Background: an optimization exercise with open tools, aiming at small area. Do not read the settings as production practice.
Function was checked by simulation only, so behaviour that the tests miss may differ from the original.
The flow treats the clock pin as an ideal source, which a real chip does not have.
Power figures rest on the tool's default switching activity, not on a simulated workload.

`flow/design.v`:
```
module transmitter(clk, rst, d, row, col, action, tx, busy, cell_out);
input clk;
input rst;
input [7:0] d;
input row;
input [1:0] col;
input [2:0] action;
output tx;
output busy;
output [7:0] cell_out;
reg [7:0] M [0:7];
reg [7:0] valid;
reg       busy;
reg [3:0] slot;
reg [1:0] div;
reg       t_row;
reg [1:0] t_col;
reg [1:0] kind;    
localparam S0 = 4'd6;
localparam D7 = 4'd15;
wire [7:0] sel  = 8'd1 << {row, col};
wire [7:0] tsel = 8'd1 << {t_row, t_col};
wire [7:0] bsel = 8'd1 << slot[2:0];
reg [7:0] cell_or;
reg [7:0] cur;
integer c;
always @(*) begin
    cell_or = 8'd0;
    cur = 8'd0;
    for (c = 0; c < 8; c = c + 1) begin
        cell_or = cell_or | ({8{sel[c] & valid[c]}} & M[c]);
        cur = cur | ({8{tsel[c] & valid[c]}} & M[c]);
    end
end
assign cell_out = cell_or;
wire post = busy & (div == 2'd3);
assign tx = ~busy | post | (slot[3] & |(cur & bsel));
wire last = (kind == 2'd0) |
            ((kind == 2'd1) & (t_col == 2'd3)) |
            ((kind == 2'd2) & t_row) |
            ((kind == 2'd3) & t_row & (t_col == 2'd3));
wire idle_like = ~busy | (post & last);
wire start = (action >= 3'd2) && (action <= 3'd5);
wire write = idle_like && action == 3'd1;
integer i;
always @(posedge clk) begin
    for (i = 0; i < 8; i = i + 1)
        if (write && sel[i]) M[i] <= d;
end
always @(posedge clk or posedge rst) begin
    if (rst) valid <= 8'd0;
    else if (write) valid <= valid | sel;
end
always @(posedge clk or posedge rst) begin
    if (rst) busy <= 1'b0;
    else if (idle_like) busy <= start;
end
always @(posedge clk) begin
    if (idle_like || post) begin
        slot <= S0;
        div <= 2'd0;
    end else if (div == 2'd2) begin
        if (slot == D7) begin
            slot <= S0;
            div <= 2'd3;
        end else begin
            slot <= slot + 4'd1;
            div <= 2'd0;
        end
    end else begin
        div <= div + 2'd1;
    end
end
always @(posedge clk) begin
    if (idle_like) begin
        if (start) begin
            kind <= {action[2], action[0]};
            t_row <= (action == 3'd2 || action == 3'd3) ? row : 1'b0;
            t_col <= (action == 3'd2 || action == 3'd4) ? col : 2'd0;
        end
    end else if (post) begin
        if (kind[0]) begin
            t_col <= t_col + 2'd1;
            if (kind[1] && t_col == 2'd3) t_row <= ~t_row;
        end else begin
            t_row <= ~t_row;
        end
    end
end
endmodule
module receiver(clk, rst, row, col, action, rx, busy, cell_out);
input clk;
input rst;
input row;
input [1:0] col;
input [2:0] action;
input rx;
output busy;
output [7:0] cell_out;
reg [7:0] M [0:7];
reg [7:0] valid;
reg       busy;
reg [3:0] slot;
reg [1:0] div;
reg [7:0] shift;
reg [2:0] count;
reg       r_row;
reg [1:0] r_col;
reg [1:0] kind;    
localparam D0   = 4'd0;
localparam STOP = 4'd8;
localparam SPD  = 4'd9;
wire [7:0] sel  = 8'd1 << {row, col};
wire [7:0] wsel = 8'd1 << {r_row, r_col};
reg [7:0] cell_or;
integer c;
always @(*) begin
    cell_or = 8'd0;
    for (c = 0; c < 8; c = c + 1)
        cell_or = cell_or | ({8{sel[c] & valid[c]}} & M[c]);
end
assign cell_out = cell_or;
wire spd  = (slot == SPD);
wire save = busy & spd & (div == 2'd0);
wire post = busy & spd & (div == 2'd1);
wire last = (kind == 2'd0) |
            ((kind == 2'd1) & (count[2] | (count[1:0] == 2'd0))) |
            ((kind == 2'd2) & (count != 3'd1));
wire idle_like = ~busy | (post & last);
integer i;
always @(posedge clk) begin
    for (i = 0; i < 8; i = i + 1)
        if (save && wsel[i]) M[i] <= shift;
end
always @(posedge clk or posedge rst) begin
    if (rst) valid <= 8'd0;
    else if (save) valid <= valid | wsel;
end
always @(posedge clk or posedge rst) begin
    if (rst) count <= 3'd0;
    else if (save) count <= count + 3'd1;
end
always @(posedge clk or posedge rst) begin
    if (rst) busy <= 1'b0;
    else if (idle_like) busy <= ~rx;
end
always @(posedge clk) begin
    if (~busy) begin
        slot <= SPD;
        div <= 2'd2;
    end else if (div == 2'd2) begin
        div <= 2'd0;
        slot <= spd ? D0 : slot + 4'd1;
    end else begin
        div <= div + 2'd1;
    end
end
always @(posedge clk) begin
    if (busy && !slot[3] && div == 2'd2) shift <= {rx, shift[7:1]};
end
always @(posedge clk) begin
    if (idle_like) begin
        if (!rx) begin
            r_row <= row;
            r_col <= col;
            kind <= (action == 3'd3) ? 2'd1 : (action == 3'd4) ? 2'd2 : 2'd0;
        end
    end else if (post) begin
        if (kind[0]) r_col <= r_col + 2'd1;
        else r_row <= ~r_row;
    end
end
endmodule
module main(clk, rst, d0, d1, d2, d3, d4, d5, d6, d7, row, col0, col1, action0, action1, action2, t_busy, r_busy, t_cell0, t_cell1, t_cell2, t_cell3, t_cell4, t_cell5, t_cell6, t_cell7, r_cell0, r_cell1, r_cell2, r_cell3, r_cell4, r_cell5, r_cell6, r_cell7);
input clk;
input rst;
input d0, d1, d2, d3, d4, d5, d6, d7;
input row;
input col0, col1;
input action0, action1, action2;
output t_busy, r_busy;
output t_cell0, t_cell1, t_cell2, t_cell3, t_cell4, t_cell5, t_cell6, t_cell7;
output r_cell0, r_cell1, r_cell2, r_cell3, r_cell4, r_cell5, r_cell6, r_cell7;
wire [7:0] d = {d7, d6, d5, d4, d3, d2, d1, d0};
wire [1:0] col = {col1, col0};
wire [2:0] action = {action2, action1, action0};
wire [7:0] t_cell, r_cell;
wire tx_line;
assign {t_cell7, t_cell6, t_cell5, t_cell4, t_cell3, t_cell2, t_cell1, t_cell0} = t_cell;
assign {r_cell7, r_cell6, r_cell5, r_cell4, r_cell3, r_cell2, r_cell1, r_cell0} = r_cell;
transmitter tx_inst(
    .clk(clk), .rst(rst), .d(d), .row(row), .col(col), .action(action),
    .tx(tx_line), .busy(t_busy), .cell_out(t_cell)
);
receiver rx_inst(
    .clk(clk), .rst(rst), .row(row), .col(col), .action(action),
    .rx(tx_line), .busy(r_busy), .cell_out(r_cell)
);
endmodule
```
`flow/flow/run.sh`:
```
#!/bin/bash
# Own layout flow: the standard flow (standard.sh), with
#  - synthesis re-mapped by an area-oriented ABC script (flow/area.abc) and
#    without the adder mapping step; registers are mapped before ABC runs,
#    so they are the standard synthesis's own;
#  - input/output port buffers of the smallest buffer cell (buf_1);
#  - a clock tree of clkbuf_4 cells without dummy loads, where clock
#    buffers with slow sinks are upsized afterwards (flow/post_cts.tcl).
# Each step's output goes to its own log file in the work folder.
set -euo pipefail
W="$(cd "$(dirname "${BASH_SOURCE[0]}")/.." && pwd)"
F="$W/flow"
cd "$W"

# ORFS synth.tcl with the ABC script replaced after the preamble sets it.
sed 's#^source \$::env(SCRIPTS_DIR)/synth_preamble.tcl$#&\nset abc_args [lreplace $abc_args 1 1 '"$F"'/area.abc]#' \
  "$FLOW_HOME/scripts/synth.tcl" > "$W/own_synth_body.tcl"
grep -q "area.abc" "$W/own_synth_body.tcl"
sed "s#source \$::env(SCRIPTS_DIR)/synth.tcl#source $W/own_synth_body.tcl#" \
  "$W/synth_recipe.tcl" > "$W/own_synth.tcl"
grep -q "own_synth_body.tcl" "$W/own_synth.tcl"

bash standard.sh SYNTH_SCRIPT="$W/own_synth.tcl" ADDER_MAP_FILE= synth > "$W/synth.log" 2>&1

export BUFFER_PORTS_ARGS="-buffer_cell sky130_fd_sc_hd__buf_1"
export CTS_ARGS="-sink_clustering_enable -repair_clock_nets -dont_use_dummy_load -buf_list sky130_fd_sc_hd__clkbuf_4"
export POST_CTS_TCL="$F/post_cts.tcl"
bash standard.sh finish > "$W/layout.log" 2>&1
```
`flow/flow/area.abc`:
```
strash
dc2
dch -f
map -a
strash
dch -f
map -a
topo
```
`flow/flow/post_cts.tcl`:
```
estimate_parasitics -placement
set_propagated_clock [all_clocks]
set limit 115
set n 0
foreach inst [get_cells *] {
  if {[get_property $inst ref_name] ne "sky130_fd_sc_hd__clkbuf_4"} { continue }
  set out [get_pins [get_property $inst full_name]/X]
  set worst 0
  foreach p [get_pins -of_objects [get_nets -of_objects $out] -filter "direction==input"] {
    foreach e {rise fall} {
      set worst [expr {max($worst, 1000.0 * [get_property $p slew_max_$e])}]
    }
  }
  puts "clock buffer [get_property $inst full_name]: worst sink slew $worst ps"
  if {$worst > $limit} {
    replace_cell $inst sky130_fd_sc_hd__clkbuf_8
    incr n
  }
}
puts "upsized $n clock buffers"
if {$n > 0} {
  detailed_placement
  estimate_parasitics -placement
}
```
`flow/standard.sh`:
```
#!/bin/bash
# synth_recipe.tcl (not shown) runs the flow's synth.tcl, then flattens the netlist and writes it again
# the make line also repeats each setting of config.mk as NAME=value (left out here)
make -C /OpenROAD-flow-scripts/flow DESIGN_CONFIG=/design/flow/config.mk WORK_HOME=/design/flow/orfs CLKGATE_MAP_FILE= SYNTH_SCRIPT=/design/flow/synth_recipe.tcl "${@:-finish}"
```
`flow/config.mk`:
```
export PLATFORM = sky130hd
export DESIGN_NAME = main
export DESIGN_NICKNAME = main
export VERILOG_FILES = /design/flow/design.v
export SDC_FILE = /design/flow/constraint.sdc
export NUM_CORES = 4
export LEC_CHECK = 0
export CAP_MARGIN = 20
export CORE_MARGIN = 2
export CORE_UTILIZATION = 40
export SLEW_MARGIN = 20
```
`flow/constraint.sdc`:
```
create_clock -name core_clock -period 8.0 [get_ports {clk}]
set_input_delay 1.6000 -clock core_clock [delete_from_list [all_inputs] [get_ports {clk}]]
set_output_delay 1.6000 -clock core_clock [all_outputs]
set_load 0.01 [all_outputs]
```
==> results.py, run 1 <==
metrics = {
    "power_and_ir_drop": {
        "p_leak_uw": 0.002378,
        "peakVddDrop_v": 0.00009666,
        "p_per_area_nw_per_um2": 242.8,
    },
    "grt": {
        "grt_antenna_before_repair": 0,
        "grt-ovfl-total": 0,
        "grt_max_degree": 22,
        "grt_use_total": 0.1900,
        "grt_pass1_vias": 4577,
        "grt_pass1_wl_um": 25660,
    },
    "timing": {
        "fin_crit_sh": 0.6669,
        "hold_violations": 0,
        "slew_violations": 0,
        "finalSetupViolations": 0,
        "skew_ps": 34.21,
        "max_freq_ghz": 0.1874,
        "rsz0062_at_grt": "no",
        "relSlewSlack": 0.2515,
        "worst_hold_slack_ps": 478.5,
        "tightest_slew_ps": 1119,
        "min_period_ps": 5335,
        "fin_setup_tns_ps": 0,
    },
    "worst_setup_path": {
        "crit_fanout": 8,
        "cp_common_cell": "clkinv_1",
        "crit_required_ps": 6400,
        "r2r_end": "rx_inst.r_col[0]",
        "crit_chain": "buf_1 -> clkinv_1 -> nor3_1 -> clkinv_1 -> nor2_1 -> clkinv_1 -> o21ai_0 -> a221oi_1 -> nand3_1 -> buf_1",
        "start_kind": "input pin",
        "cp_slowest_cell": "nor2_1",
        "ff2ff_path_depth": 12,
        "crit_path_end": "t_cell4",
        "critPathKind": "in -> out",
        "endpoint_kind": "output port",
        "startpoint": "col0",
        "ff2ff_setup_slack_ps": 4470,
        "r2r-start": "tx_inst.t_row",
        "cp.arrival_ps": 3740,
        "slowest_delay_ps": 650,
    },
    "routing": {
        "dr.pass1.iters": 5,
        "drc": 0,
        "vias": 4771,
        "route.final.wire_length_um": 17020,
        "drt_iter0_drc": 564,
        "wl_per_cell_um": 20.73,
        "routed_via_density": 5.811,
        "ant_nets": 0,
    },
    "placement": {
        "dp.cells": 804,
        "place_area_sq_um": 7513,
        "globalplace.congestion": 0.8465,
        "placement.io_buffers": 33,
        "dp_hpwl_um": 10880,
    },
    "hold_path": {
        "min-delay-path-class": "reg -> reg",
        "hp-start": "rx_inst.div[1]",
    },
    "synthesis": {
        "ys_async_sr_fraction": 0.1173,
        "yosysWarnings": 4,
        "syn-num-nets": 557,
        "synth_cell_type_count": 26,
        "syn_area_per_cell_sq_um": 13.07,
        "ys_ff_latch": 179,
        "netlist_area_sq_um": 7071,
        "ys.flop_type": "edfxtp_1",
        "synth_edf_count": 146,
        "syn_inst": 541,
        "ys_seq_area_frac": 0.7284,
    },
    "clock_network": {
        "clk_pin_slew_ps": 80,
        "tritoncts": "yes",
        "insertion_delay_ps": 460,
        "clock-sinks": 179,
    },
    "cells_and_area": {
        "layout-drive-gt1-share": 0.04027,
        "antennaDiodeCount": 0,
        "final_cells": 821,
        "area_growth_syn_to_layout_pct": 8.777,
        "final_util": 0.4447,
        "final_nets": 614,
        "finalInstanceArea_sq_um": 7691,
    },
    "floorplan": {
        "dieArea_sq_um": 18760,
        "floorplan.initialDensity": 0.4088,
        "die_h_um": 137.0,
        "die_x_um": 137.0,
        "rows": 48,
        "coreArea_sq_um": 17300,
        "io_pins": 34,
    },
    "status": {
        "status": "no timing/DRC/antenna violations",
    },
    "run": {
        "drv_cap": 0,
    },
}
## synth_stat cells (6+ instances only)
cell type  number  area [sq um]
a41oi_1         6         52.55
nor3_1         17         85.08
dfrtp_1        21         525.5
clkinv_1       63         236.5
a21oi_1        12         60.06
dfxtp_1        12         240.2
o21ai_0        34         170.2
a22oi_1        89         668.1
nand2_1        33         123.9
nor2_1         65         244.0
edfxtp_1      146          4384
nand4_1        17         106.4
nand3_1        10         50.05
## cell usage in the layout, fill, tap and decap left out
cell,n
a211oi_1,1
a21oi_1,12
a221oi_1,2
a22oi_1,89
a311oi_1,1
a31oi_1,1
a41oi_1,6
buf_1,33
buf_4,5
clkbuf_4,9
clkbuf_8,8
clkinv_1,63
dfrtp_1,21
dfxtp_1,12
edfxtp_1,146
nand2_1,33
nand3_1,10
nand4_1,17
nor2_1,65
nor3_1,17
nor4_1,2
o211ai_1,1
o21a_1,1
o21ai_0,34
o21bai_1,1
o31ai_1,1
o32ai_1,1
or2_2,1
or3b_2,1
xor2_1,2
## kinds of logic after synthesis
family / after synthesis / synth area share
compound gates: 151 / 0.1456
flops: 179 / 0.7284
simple gates: 146 / 0.09007
buf+inv: 63 / 0.03345
xor+xnor: 2 / 0.002478
## state kept, by name, indices dropped and copies added, names as in the netlist, 2 cells and up
name	cells
tx_inst.t_col	2
rx_inst.kind	2
tx_inst.slot	4
tx_inst.valid	8
rx_inst.count	3
tx_inst.M	64
tx_inst.div	2
rx_inst.shift	8
rx_inst.slot	4
tx_inst.kind	2
rx_inst.r_col	2
rx_inst.valid	8
rx_inst.M	64
rx_inst.div	2
## worst min-delay path by stage
| stage | end | slack [ps] | cells after the start |
|---|---|---|---|
| 2_1_floorplan | rx_inst.div[0] | 430 | 1 |
| 3_3_place_gp | rx_inst.div[0] | 440 | 1 |
| 3_5_place_dp | rx_inst.div[0] | 460 | 1 |
| 5_1_grt | rx_inst.div[0] | 500 | 1 |
| 6_report | rx_inst.div[0] | 480 | 1 |
## worst max-delay path: cells and delay by family
family	cells	cell delay [ps]
and+or+nand+nor	3	980
AOI/OAI and AO/OA	2	230
buffers and inverters	5	920
## cell type report
type	count	area, sq um
inverters	63	236.5
flip-flops and latches	179	5150
multi-input cells	299	1684
fillers	1600	9605
clock buffers	17	177.7
repair buffers	38	161.4
well taps	225	281.5
## routing by layer
layer / GRT usage / wire length [um] / part of all wire / vias up
met2: 0.2825 / 7674 / 0.45 / 232
met3: 0.05333 / 1496 / 0.088 / 35
met1: 0.2633 / 7461 / 0.44 / 2342
li1: - / - / - / 2162
met5: 0 / 0 / 0 / -
met4: 0.07789 / 391 / 0.023 / 0
## power breakdown
part / internal [uW] / switching [uW]
Clock: 141 / 264
Sequential: 1100 / 60.1
Combinational: 97.7 / 203
Total: 1340 / 526
## per-stage QoR
| stage | power [uW] | setup WS (ps) |
|---|---|---|
| 3_5_place_dp | 1479 | 2702 |
| 5_1_grt | 1960 | 2484 |
| 2_1_floorplan | 1366 | 3638 |
| 6_report | 1867 | 2665 |
| 3_3_place_gp | 1465 | 2726 |
==> inputs of run 2 (changes only) <==
--- a/flow/flow/run.sh
+++ b/flow/flow/run.sh
@@ -5,2 +5,5 @@
 #    so they are the standard synthesis's own;
+#  - 8-input AND-OR trees that ABC maps as nand4 of four a22oi re-mapped
+#    as nand3(a222oi, a222oi, a22oi) (flow/aoi_merge.py), smaller cells of
+#    the same function;
 #  - input/output port buffers of the smallest buffer cell (buf_1);
@@ -24,2 +27,16 @@
 
+# Re-map the AND-OR trees in the netlist; make then rebuilds 1_synth.odb
+# from the newer netlist.
+NETLIST="$W/orfs/results/$FLOW_PLATFORM/main/base/1_2_yosys.v"
+cp "$NETLIST" "$W/1_2_yosys_abc.v"
+python3 "$F/aoi_merge.py" "$NETLIST" > "$W/aoi_merge.log" 2>&1
+LIB="$(ls "$FLOW_HOME"/platforms/$FLOW_PLATFORM/lib/sky130_fd_sc_hd__tt_025C_1v80.lib)"
+sed -e "s#LIBERTY#$LIB#" -e "s#BEFORE#$W/1_2_yosys_abc.v#" -e "s#AFTER#$NETLIST#" "$F/equiv.ys" > "$W/equiv.ys"
+if ! yosys -q -l "$W/equiv.log" "$W/equiv.ys" > /dev/null 2>&1; then
+  echo "re-mapped netlist not proven equal; keeping ABC's" >> "$W/aoi_merge.log"
+  cp "$W/1_2_yosys_abc.v" "$NETLIST"
+fi
+sleep 1
+touch "$NETLIST"
+
 export BUFFER_PORTS_ARGS="-buffer_cell sky130_fd_sc_hd__buf_1"
==> flow/flow/aoi_merge.py (new file) <==
#!/usr/bin/env python3
"""Re-map 8-input AND-OR trees in a mapped netlist: a nand4 whose four inputs
are each driven by an a22oi that drives nothing else computes
OR of 8 AND2 terms; it is rewritten as nand3(a222oi, a222oi, a22oi), the same
function in less area. Nets keep their names; usage: aoi_merge.py NETLIST."""
import re
import sys

path = sys.argv[1]
text = open(path).read()
inst_re = re.compile(r'^  (sky130_fd_sc_hd__\w+) (\S+) \((.*?)\n  \);\n', re.S | re.M)
pin_re = re.compile(r'\.(\w+)\((.*?)\)(?:,\s*\n|\s*\n|$)', re.S)

insts = []
for m in inst_re.finditer(text):
    pins = {p: n.strip() for p, n in pin_re.findall(m.group(3) + '\n')}
    insts.append((m.start(), m.end(), m.group(1), m.group(2), pins))

# fanout of each net over instance pins, plus module port use
use = {}
for _, _, cell, name, pins in insts:
    for p, n in pins.items():
        use[n] = use.get(n, 0) + 1
drv = {}
for i, (_, _, cell, name, pins) in enumerate(insts):
    if cell == 'sky130_fd_sc_hd__a22oi_1':
        drv[pins['Y']] = i
ports = set()
hdr = text[:text.index(');')]
for w in re.findall(r'\b(\w+)\b', hdr):
    ports.add(w)

def fmt(cell, name, pins):
    body = ',\n'.join('    .%s(%s%s)' % (p, n, ' ' if n.startswith('\\') else '') for p, n in pins)
    return '  %s %s (\n%s\n  );\n' % (cell, name, body)

edits = {}
newwires = []
removed = set()
count = 0
for i, (s, e, cell, name, pins) in enumerate(insts):
    if cell != 'sky130_fd_sc_hd__nand4_1':
        continue
    ins = [pins[p] for p in 'ABCD']
    if len(set(ins)) != 4:
        continue
    srcs = [drv.get(n) for n in ins]
    if any(x is None or x in removed for x in srcs):
        continue
    if any(use.get(n, 0) != 2 or n in ports for n in ins):
        continue
    terms = []
    for x in srcs:
        p = insts[x][4]
        terms += [(p['A1'], p['A2']), (p['B1'], p['B2'])]
    n1, n2, n3 = ['aoim_%d_%d' % (count, k) for k in range(3)]
    newwires += [n1, n2, n3]
    names = ['aoim_%d_g%d' % (count, k) for k in range(3)]
    new = fmt('sky130_fd_sc_hd__a222oi_1', names[0],
              [('A1', terms[0][0]), ('A2', terms[0][1]), ('B1', terms[1][0]), ('B2', terms[1][1]),
               ('C1', terms[2][0]), ('C2', terms[2][1]), ('Y', n1)])
    new += fmt('sky130_fd_sc_hd__a222oi_1', names[1],
               [('A1', terms[3][0]), ('A2', terms[3][1]), ('B1', terms[4][0]), ('B2', terms[4][1]),
                ('C1', terms[5][0]), ('C2', terms[5][1]), ('Y', n2)])
    new += fmt('sky130_fd_sc_hd__a22oi_1', names[2],
               [('A1', terms[6][0]), ('A2', terms[6][1]), ('B1', terms[7][0]), ('B2', terms[7][1]),
                ('Y', n3)])
    new += fmt('sky130_fd_sc_hd__nand3_1', 'aoim_%d_g3' % count,
               [('A', n1), ('B', n2), ('C', n3), ('Y', pins['Y'])])
    edits[i] = new
    for x in srcs:
        edits[x] = ''
        removed.add(x)
    count += 1

out = []
last = 0
for i, (s, e, cell, name, pins) in enumerate(insts):
    if i in edits:
        out.append(text[last:s])
        out.append(edits[i])
        last = e
out.append(text[last:])
res = ''.join(out)
if newwires:
    k = res.index(');') + 3
    res = res[:k] + ''.join('  wire %s;\n' % w for w in newwires) + res[k:]
open(path, 'w').write(res)
print('aoi_merge: rewrote %d AND-OR trees' % count)
==> flow/flow/equiv.ys (new file) <==
# Prove the re-mapped netlist equal to ABC's: every net and register pin
# that both netlists share must carry the same function.
read_liberty -ignore_miss_func LIBERTY
read_verilog BEFORE
rename main gold
read_verilog AFTER
rename main gate
flatten
async2sync
equiv_make gold gate eq
hierarchy -top eq
equiv_simple
equiv_status -assert
==> run 2 against run 1 <==
Die area decreased by 0.77%. Clock skew increased by 6.7 ps. Global-route usage increased by 0.076 points. Still clean on timing, DRC and antenna. First-iteration DRC count increased by 26%. Setup slack got worse by 120 ps. Critical endpoint unchanged. Sequential power about the same. Combinational power about the same. Non-clock buffer count decreased by 1. Highest routed layer unchanged. Routed wire length decreased by 0.56%.
==> results.py, run 2 <==
metrics = {
    "timing": {
        "fin_crit_sh": 0.6822,
        "max_freq_ghz": 0.1832,
        "rsz0062_at_grt": "no",
        "relSlewSlack": 0.2810,
        "skew_ps": 40.95,
        "worst_hold_slack_ps": 455.3,
        "hold_violations": 0,
        "fin_setup_tns_ps": 0,
        "finalSetupViolations": 0,
        "tightest_slew_ps": 1074,
        "min_period_ps": 5458,
        "slew_violations": 0,
    },
    "routing": {
        "vias": 4747,
        "wl_per_cell_um": 21.03,
        "top_layer_used": "met4",
        "route.final.wire_length_um": 16930,
        "wl_met2_um": 7567,
        "dr.pass1.iters": 7,
        "drc": 0,
        "routed_via_density": 5.897,
        "ant_nets": 0,
        "m1WireLength_um": 7176,
        "drt_iter0_drc": 708,
        "dr_wl_met3_um": 1755,
    },
    "worst_setup_path": {
        "cp_common_cell": "clkinv_1",
        "startpoint": "col0",
        "slowest_delay_ps": 720,
        "critPathKind": "in -> out",
        "cp_slowest_cell": "nor2_1",
        "crit_chain": "buf_1 -> clkinv_1 -> nor3_1 -> clkinv_1 -> nor2_1 -> clkinv_1 -> o21ai_0 -> a221oi_1 -> nand3_1 -> buf_1",
        "crit_required_ps": 6400,
        "cp.arrival_ps": 3860,
        "r2r-start": "tx_inst.t_row",
        "crit_fanout": 8,
        "start_kind": "input pin",
        "endpoint_kind": "output port",
    },
    "cells_and_area": {
        "final_common_cell": "edfxtp_1",
        "final_cells": 805,
        "antennaDiodeCount": 0,
        "final_cell_mix": "edfxtp_1, nor2_1, clkinv_1, a22oi_1, o21ai_0",
        "biggestRegsByFlops": "rx_inst.M: 64 flops, tx_inst.M: 64 flops",
        "final_nets": 598,
        "area_growth_syn_to_layout_pct": 8.812,
        "nFillCells": 1541,
        "finalInstanceArea_sq_um": 7632,
        "final_util": 0.4428,
        "layout-drive-gt1-share": 0.04138,
    },
    "placement": {
        "dp.cells": 788,
        "place_area_sq_um": 7455,
        "globalplace.congestion": 0.8298,
        "dp_hpwl_um": 10810,
        "placement.io_buffers": 33,
    },
    "grt": {
        "grt_antenna_before_repair": 0,
        "grt_pass1_vias": 4576,
        "grt-ovfl-total": 0,
        "grt_pass1_wl_um": 25570,
        "grt_max_degree": 22,
        "grt_use_total": 0.1908,
    },
    "synthesis": {
        "yosysWarnings": 4,
        "syn_area_per_cell_sq_um": 13.34,
        "syn_inst": 526,
        "syn-num-nets": 542,
        "netlist_area_sq_um": 7014,
    },
    "power_and_ir_drop": {
        "p_per_area_nw_per_um2": 243.9,
        "p_leak_uw": 0.002395,
        "peakVddDrop_v": 0.0001227,
    },
    "floorplan": {
        "die_h_um": 136.4,
        "dieArea_sq_um": 18610,
        "rows": 48,
        "floorplan.initialDensity": 0.4069,
        "coreArea_sq_um": 17240,
        "io_pins": 34,
        "die_x_um": 136.4,
    },
    "clock_network": {
        "tritoncts": "yes",
        "clock-sinks": 179,
        "clk_pin_slew_ps": 80,
        "insertion_delay_ps": 450,
    },
    "hold_path": {
        "min-delay-path-class": "reg -> reg",
        "hp-start": "rx_inst.div[1]",
    },
    "status": {
        "status": "no timing/DRC/antenna violations",
    },
    "run": {
        "drv_cap": 0,
    },
}
-- run 2: changes by cell type in the layout (fill, tap and decap cells not counted) --
cell      delta
nand4_1     -15
a222oi_1    +30
nor3_1       -1
buf_4        -1
nor3_2       +1
nand3_1     +15
a22oi_1     -45
-- run 2: report_power, final --
part,switching [uW],internal [uW],leakage (uW)
Combinational,202,96.7,0.000647
Sequential,61.2,1100,0.00165
Clock,258,141,0.0000989
Total,521,1340,0.00240
-- run 2: through the flow --
step / power (uW) / setup slack (ps)
2_1_floorplan: 1367 / 3652
6_report: 1861 / 2542
5_1_grt: 1956 / 2397
3_3_place_gp: 1466 / 2762
3_5_place_dp: 1479 / 2676
-- run 2: critical path: cells and delay by family --
family	cells	cell delay (ps)
AND/OR/NAND/NOR	3	1050
AO/OA/AOI/OAI	2	280
buffers and inverters	5	930
-- run 2: worst paths after layout --
check                      slack [ps]  cells past startpoint          endpoint
min reg2reg                       460                      1    rx_inst.div[0]
max                              2540                     10           t_cell4
min                               460                      1    rx_inst.div[0]
max reg2reg                      4400                     12  rx_inst.r_col[0]
min in group asynchronous        1180                      2  rx_inst.valid[4]
max in group asynchronous        6400                      2  rx_inst.valid[0]
-- run 2: layer usage --
| metal | vias up | track usage |
|---|---|---|
| met1 | 2278 | 0.2690 |
| met2 | 281 | 0.2775 |
| met4 | 0 | 0.07407 |
| li1 | 2143 | - |
| met5 | - | 0 |
| met3 | 45 | 0.05779 |
-- run 2: cell type report --
cell class | count | area, sq um | share of cell area
flip-flops and latches | 179 | 5150 | 0.6748
multi-input cells | 284 | 1633 | 0.2139
clock buffers | 17 | 177.7 | 0.02328
inverters | 63 | 236.5 | 0.03098
repair buffers | 37 | 153.9 | 0.02016
well taps | 225 | 281.5 | 0.03689
==> inputs of run 3 (changes only) <==
--- a/flow/flow/run.sh
+++ b/flow/flow/run.sh
@@ -5,8 +5,10 @@
 #    so they are the standard synthesis's own;
-#  - 8-input AND-OR trees that ABC maps as nand4 of four a22oi re-mapped
-#    as nand3(a222oi, a222oi, a22oi) (flow/aoi_merge.py), smaller cells of
-#    the same function;
+#  - 8-input AND-OR trees that ABC maps with four a22oi re-mapped with
+#    two a222oi and one a22oi, and inverters after a NAND/NOR gate merged
+#    into an AND/OR cell (flow/aoi_merge.py): smaller cells of the same
+#    function, checked equal by Yosys (flow/equiv.ys);
 #  - input/output port buffers of the smallest buffer cell (buf_1);
-#  - a clock tree of clkbuf_4 cells without dummy loads, where clock
-#    buffers with slow sinks are upsized afterwards (flow/post_cts.tcl).
+#  - a clock tree of clkbuf_4 cells without dummy loads, whose root and
+#    whose leaf buffers with slow sinks are upsized afterwards
+#    (flow/post_cts.tcl).
 # Each step's output goes to its own log file in the work folder.
--- a/flow/flow/aoi_merge.py
+++ b/flow/flow/aoi_merge.py
@@ -1,6 +1,8 @@
 #!/usr/bin/env python3
-"""Re-map 8-input AND-OR trees in a mapped netlist: a nand4 whose four inputs
-are each driven by an a22oi that drives nothing else computes
-OR of 8 AND2 terms; it is rewritten as nand3(a222oi, a222oi, a22oi), the same
-function in less area. Nets keep their names; usage: aoi_merge.py NETLIST."""
+"""Re-map 8-input AND-OR trees in a mapped netlist. A nand4 whose four inputs
+are each driven by an a22oi that drives nothing else computes the OR of 8 AND2
+terms; it is rewritten as nand3(a222oi, a222oi, a22oi), the same function in
+less area. Likewise a41oi(four such a22oi, B1) becomes
+a31oi(a222oi, a222oi, a22oi, B1). Existing nets keep their names; the new
+cells and nets get new names. Usage: aoi_merge.py NETLIST."""
 import re
@@ -41,5 +43,8 @@
 for i, (s, e, cell, name, pins) in enumerate(insts):
-    if cell != 'sky130_fd_sc_hd__nand4_1':
+    if cell == 'sky130_fd_sc_hd__nand4_1':
+        ins = [pins[p] for p in 'ABCD']
+    elif cell == 'sky130_fd_sc_hd__a41oi_1':
+        ins = [pins[p] for p in ('A1', 'A2', 'A3', 'A4')]
+    else:
         continue
-    ins = [pins[p] for p in 'ABCD']
     if len(set(ins)) != 4:
@@ -67,4 +72,8 @@
                 ('Y', n3)])
-    new += fmt('sky130_fd_sc_hd__nand3_1', 'aoim_%d_g3' % count,
-               [('A', n1), ('B', n2), ('C', n3), ('Y', pins['Y'])])
+    if cell == 'sky130_fd_sc_hd__nand4_1':
+        new += fmt('sky130_fd_sc_hd__nand3_1', 'aoim_%d_g3' % count,
+                   [('A', n1), ('B', n2), ('C', n3), ('Y', pins['Y'])])
+    else:
+        new += fmt('sky130_fd_sc_hd__a31oi_1', 'aoim_%d_g3' % count,
+                   [('A1', n1), ('A2', n2), ('A3', n3), ('B1', pins['B1']), ('Y', pins['Y'])])
     edits[i] = new
@@ -87,3 +96,52 @@
     res = res[:k] + ''.join('  wire %s;\n' % w for w in newwires) + res[k:]
+
+# Second pass: an inverter whose input comes from a NAND/NOR gate that drives
+# nothing else is merged with that gate into the AND/OR cell of the same
+# inputs (or3 for inv(nor3), and3 for inv(nand3), ...), which is smaller.
+MERGE = {
+    'sky130_fd_sc_hd__nor2_1': 'sky130_fd_sc_hd__or2_1',
+    'sky130_fd_sc_hd__nor3_1': 'sky130_fd_sc_hd__or3_1',
+    'sky130_fd_sc_hd__nor4_1': 'sky130_fd_sc_hd__or4_1',
+    'sky130_fd_sc_hd__nand2_1': 'sky130_fd_sc_hd__and2_1',
+    'sky130_fd_sc_hd__nand3_1': 'sky130_fd_sc_hd__and3_1',
+    'sky130_fd_sc_hd__nand4_1': 'sky130_fd_sc_hd__and4_1',
+}
+INV = ('sky130_fd_sc_hd__inv_1', 'sky130_fd_sc_hd__clkinv_1')
+text = res
+insts = []
+for m in inst_re.finditer(text):
+    pins = {p: n.strip() for p, n in pin_re.findall(m.group(3) + '\n')}
+    insts.append((m.start(), m.end(), m.group(1), m.group(2), pins))
+use = {}
+for _, _, cell, name, pins in insts:
+    for p, n in pins.items():
+        use[n] = use.get(n, 0) + 1
+drv = {}
+for i, (_, _, cell, name, pins) in enumerate(insts):
+    if cell in MERGE:
+        drv[pins['Y']] = i
+edits = {}
+merged = 0
+for i, (s0, e0, cell, name, pins) in enumerate(insts):
+    if cell not in INV:
+        continue
+    n = pins['A']
+    j = drv.get(n)
+    if j is None or j in edits or use.get(n, 0) != 2 or n in ports:
+        continue
+    g = insts[j]
+    gp = [(p, v) for p, v in g[4].items() if p != 'Y'] + [('X', pins['Y'])]
+    edits[j] = fmt(MERGE[g[2]], g[3], gp)
+    edits[i] = ''
+    merged += 1
+out = []
+last = 0
+for i, (s0, e0, cell, name, pins) in enumerate(insts):
+    if i in edits:
+        out.append(text[last:s0])
+        out.append(edits[i])
+        last = e0
+out.append(text[last:])
+res = ''.join(out)
 open(path, 'w').write(res)
-print('aoi_merge: rewrote %d AND-OR trees' % count)
+print('aoi_merge: rewrote %d AND-OR trees, merged %d inverters' % (count, merged))
--- a/flow/flow/post_cts.tcl
+++ b/flow/flow/post_cts.tcl
@@ -1,7 +1,2 @@
-estimate_parasitics -placement
-set_propagated_clock [all_clocks]
-set limit 115
-set n 0
-foreach inst [get_cells *] {
-  if {[get_property $inst ref_name] ne "sky130_fd_sc_hd__clkbuf_4"} { continue }
+proc sink_slew_ps {inst} {
   set out [get_pins [get_property $inst full_name]/X]
@@ -13,2 +8,30 @@
   }
+  return $worst
+}
+proc clock_buffers {} {
+  set bufs {}
+  foreach inst [get_cells *] {
+    if {[get_property $inst ref_name] eq "sky130_fd_sc_hd__clkbuf_4"} { lappend bufs $inst }
+  }
+  return $bufs
+}
+set_propagated_clock [all_clocks]
+set n 0
+foreach inst [clock_buffers] {
+  set leaves 0
+  set out [get_pins [get_property $inst full_name]/X]
+  foreach p [get_pins -of_objects [get_nets -of_objects $out] -filter "direction==input"] {
+    set c [get_cells -of_objects $p]
+    if {[llength $c] == 1 && [get_property $c ref_name] eq "sky130_fd_sc_hd__clkbuf_4"} { incr leaves }
+  }
+  if {$leaves > 0} {
+    puts "root clock buffer [get_property $inst full_name] drives $leaves buffers"
+    replace_cell $inst sky130_fd_sc_hd__clkbuf_8
+    incr n
+  }
+}
+estimate_parasitics -placement
+set limit 110
+foreach inst [clock_buffers] {
+  set worst [sink_slew_ps $inst]
   puts "clock buffer [get_property $inst full_name]: worst sink slew $worst ps"
--- a/flow/config.mk
+++ b/flow/config.mk
@@ -9,3 +9,5 @@
 export CORE_MARGIN = 2
-export CORE_UTILIZATION = 40
+export CORE_UTILIZATION = 65
+export GPL_TIMING_DRIVEN = 0
+export PLACE_DENSITY = 0.75
 export SLEW_MARGIN = 20
==> run 3 against run 2 <==
Largest power group unchanged. Critical path type unchanged. Largest cell class unchanged. Sequential power hardly changed. Highest routed layer unchanged. Critical path depth is 1 lower. Register-to-register slack worse by 310 ps. Clock-buffer cell count stayed put.
==> results.py, run 3 <==
metrics = {
    "worst_setup_path": {
        "crit_required_ps": 6400,
        "endpoint_kind": "output port",
        "crit_fanout": 8,
        "start_kind": "input pin",
        "critPathKind": "in -> out",
        "cp.arrival_ps": 3830,
    },
    "synthesis": {
        "syn_area_per_cell_sq_um": 13.61,
        "syn_inst": 512,
        "syn-num-nets": 528,
        "netlist_area_sq_um": 6967,
        "yosysWarnings": 4,
    },
    "floorplan": {
        "die_x_um": 107.5,
        "io_pins": 34,
        "floorplan.initialDensity": 0.6718,
        "dieArea_sq_um": 11560,
        "rows": 37,
        "die_h_um": 107.5,
        "coreArea_sq_um": 10370,
    },
    "grt": {
        "gr-usage-met1": 0.4492,
        "grt-ovfl-total": 0,
        "grt_pass1_vias": 4566,
        "grt_pass1_wl_um": 24640,
        "grt_use_total": 0.2981,
        "grt_antenna_before_repair": 0,
        "grt_max_degree": 22,
        "met3_usage": 0.06961,
        "use_met2": 0.4349,
        "top_usage_layer": "met1",
    },
    "timing": {
        "min_period_ps": 5429,
        "skew_ps": 36.46,
        "max_freq_ghz": 0.1842,
        "hold_violations": 0,
        "tightest_slew_ps": 1154,
        "relSlewSlack": 0.2246,
        "rsz0062_at_grt": "no",
        "fin_crit_sh": 0.6786,
        "fin_setup_tns_ps": 0,
        "finalSetupViolations": 0,
        "slew_violations": 0,
    },
    "routing": {
        "ant_nets": 0,
        "wl_per_cell_um": 23.25,
        "drc": 0,
        "vias": 4713,
        "routed_via_density": 6.752,
        "dr.pass1.iters": 9,
        "drt_iter0_drc": 837,
        "route.final.wire_length_um": 16230,
    },
    "run": {
        "drv_cap": 0,
    },
    "clock_network": {
        "clk_pin_slew_ps": 70,
        "clock-sinks": 179,
        "tritoncts": "yes",
        "insertion_delay_ps": 440,
    },
    "cells_and_area": {
        "final_nets": 580,
        "final_common_cell": "edfxtp_1",
        "biggestRegsByFlops": "rx_inst.M: 64 flops, tx_inst.M: 64 flops",
        "final_cell_mix": "edfxtp_1, nor2_1, clkinv_1, a222oi_1, o21ai_0",
        "layout-drive-gt1-share": 0.04093,
        "area_growth_syn_to_layout_pct": 7.058,
        "nFillCells": 737,
        "antennaDiodeCount": 0,
        "finalInstanceArea_sq_um": 7458,
    },
    "placement": {
        "globalplace.congestion": 0.8771,
        "placement.io_buffers": 33,
        "place_area_sq_um": 7276,
        "dp_hpwl_um": 10650,
    },
    "power_and_ir_drop": {
        "p_leak_uw": 0.002391,
        "p_per_area_nw_per_um2": 248.9,
        "peakVddDrop_v": 0.0001977,
    },
    "status": {
        "status": "no timing/DRC/antenna violations",
    },
    "hold_path": {
        "min-delay-path-class": "reg -> reg",
    },
}
==> run 3: report_power, final <==
part           internal (uW)  switching (uW)  leakage [uW]
Clock                    141             250     0.0000989
Sequential              1100            61.4       0.00165
Combinational           94.2             208      0.000643
==> run 3: metal layers <==
layer | vias up | routed length (um) | part of all wire
li1 | 2096 | - | -
met4 | 0 | 232 | 0.014
met1 | 2262 | 6507 | 0.40
met3 | 27 | 1973 | 0.12
met2 | 328 | 7514 | 0.46
met5 | - | 0 | 0
==> run 3: final timing paths <==
path                                  start                to  slack [ps]  cells past startpoint
setup / recovery                        row           t_cell4        2570                      9
min in group asynchronous               rst  rx_inst.valid[5]        1190                      2
setup reg to reg           tx_inst.t_col[0]  rx_inst.r_col[0]        4090                     14
hold reg to reg              rx_inst.div[1]    rx_inst.div[0]         460                      1
hold / removal               rx_inst.div[1]    rx_inst.div[0]         460                      1
max in group asynchronous               rst      rx_inst.busy        6400                      2
==> run 3: worst max-delay path, stage by stage <==
cell      delay [ps]
buf_1            270
clkinv_1         210
or3_1            410
nor2_1           630
clkinv_1         150
o21ai_0          180
a221oi_1          80
nand3_1          130
buf_1            160
==> run 3: metrics by stage <==
stage / setup slack, ps / std cells / power (uW) / utilization / hold WS (ps)
after floorplan: 3586 / 512 / 1365 / - / 429.3
after global placement: 2717 / 681 / 1453 / 0.7002 / 437.0
after detailed placement: 2675 / 681 / 1476 / 0.7016 / 450.6
after global routing: 2443 / 698 / 1938 / 0.7192 / 477.4
final: 2571 / 698 / 1856 / 0.7192 / 461.5
==> run 3: final cells by class <==
cell class                 instances  area [sq um]  area share
timing repair buffer              33         123.9     0.01661
tap                              136         170.2     0.02281
multi-input combinational        279          1634      0.2191
sequential                       179          5150      0.6905
inverter                          54         202.7     0.02718
clock buffer                      17         177.7     0.02382

[what the ideal ports hide]
The results above use ideal ports. As a check the final layouts listed here were re-extracted and re-timed, cells and wires unchanged.
Step 1 assumes that a clkbuf_16 drives the clock port and a buf_2 every other input.
Step 2, shift: input delay + t, output delay - t, t = (earliest + latest rising clock arrival at the registers) / 2. This alone moves slack from input paths to output paths.
Three values: no drivers, after step 1, after step 2; two values: the first two.
run | t (ns) | setup slack, ns | clock arrival spread, ns | pins driven straight from the clock port
run 1 | 0.484 | 2.665 / 2.644 / 2.644 | 0.035 / 0.035 | 1
run 2 | 0.471 | 2.542 / 2.520 / 2.520 | 0.042 / 0.042 | 1
run 3 | 0.461 | 2.571 / 2.549 / 2.549 | 0.038 / 0.037 | 1
After both steps every run listed still meets setup and hold.
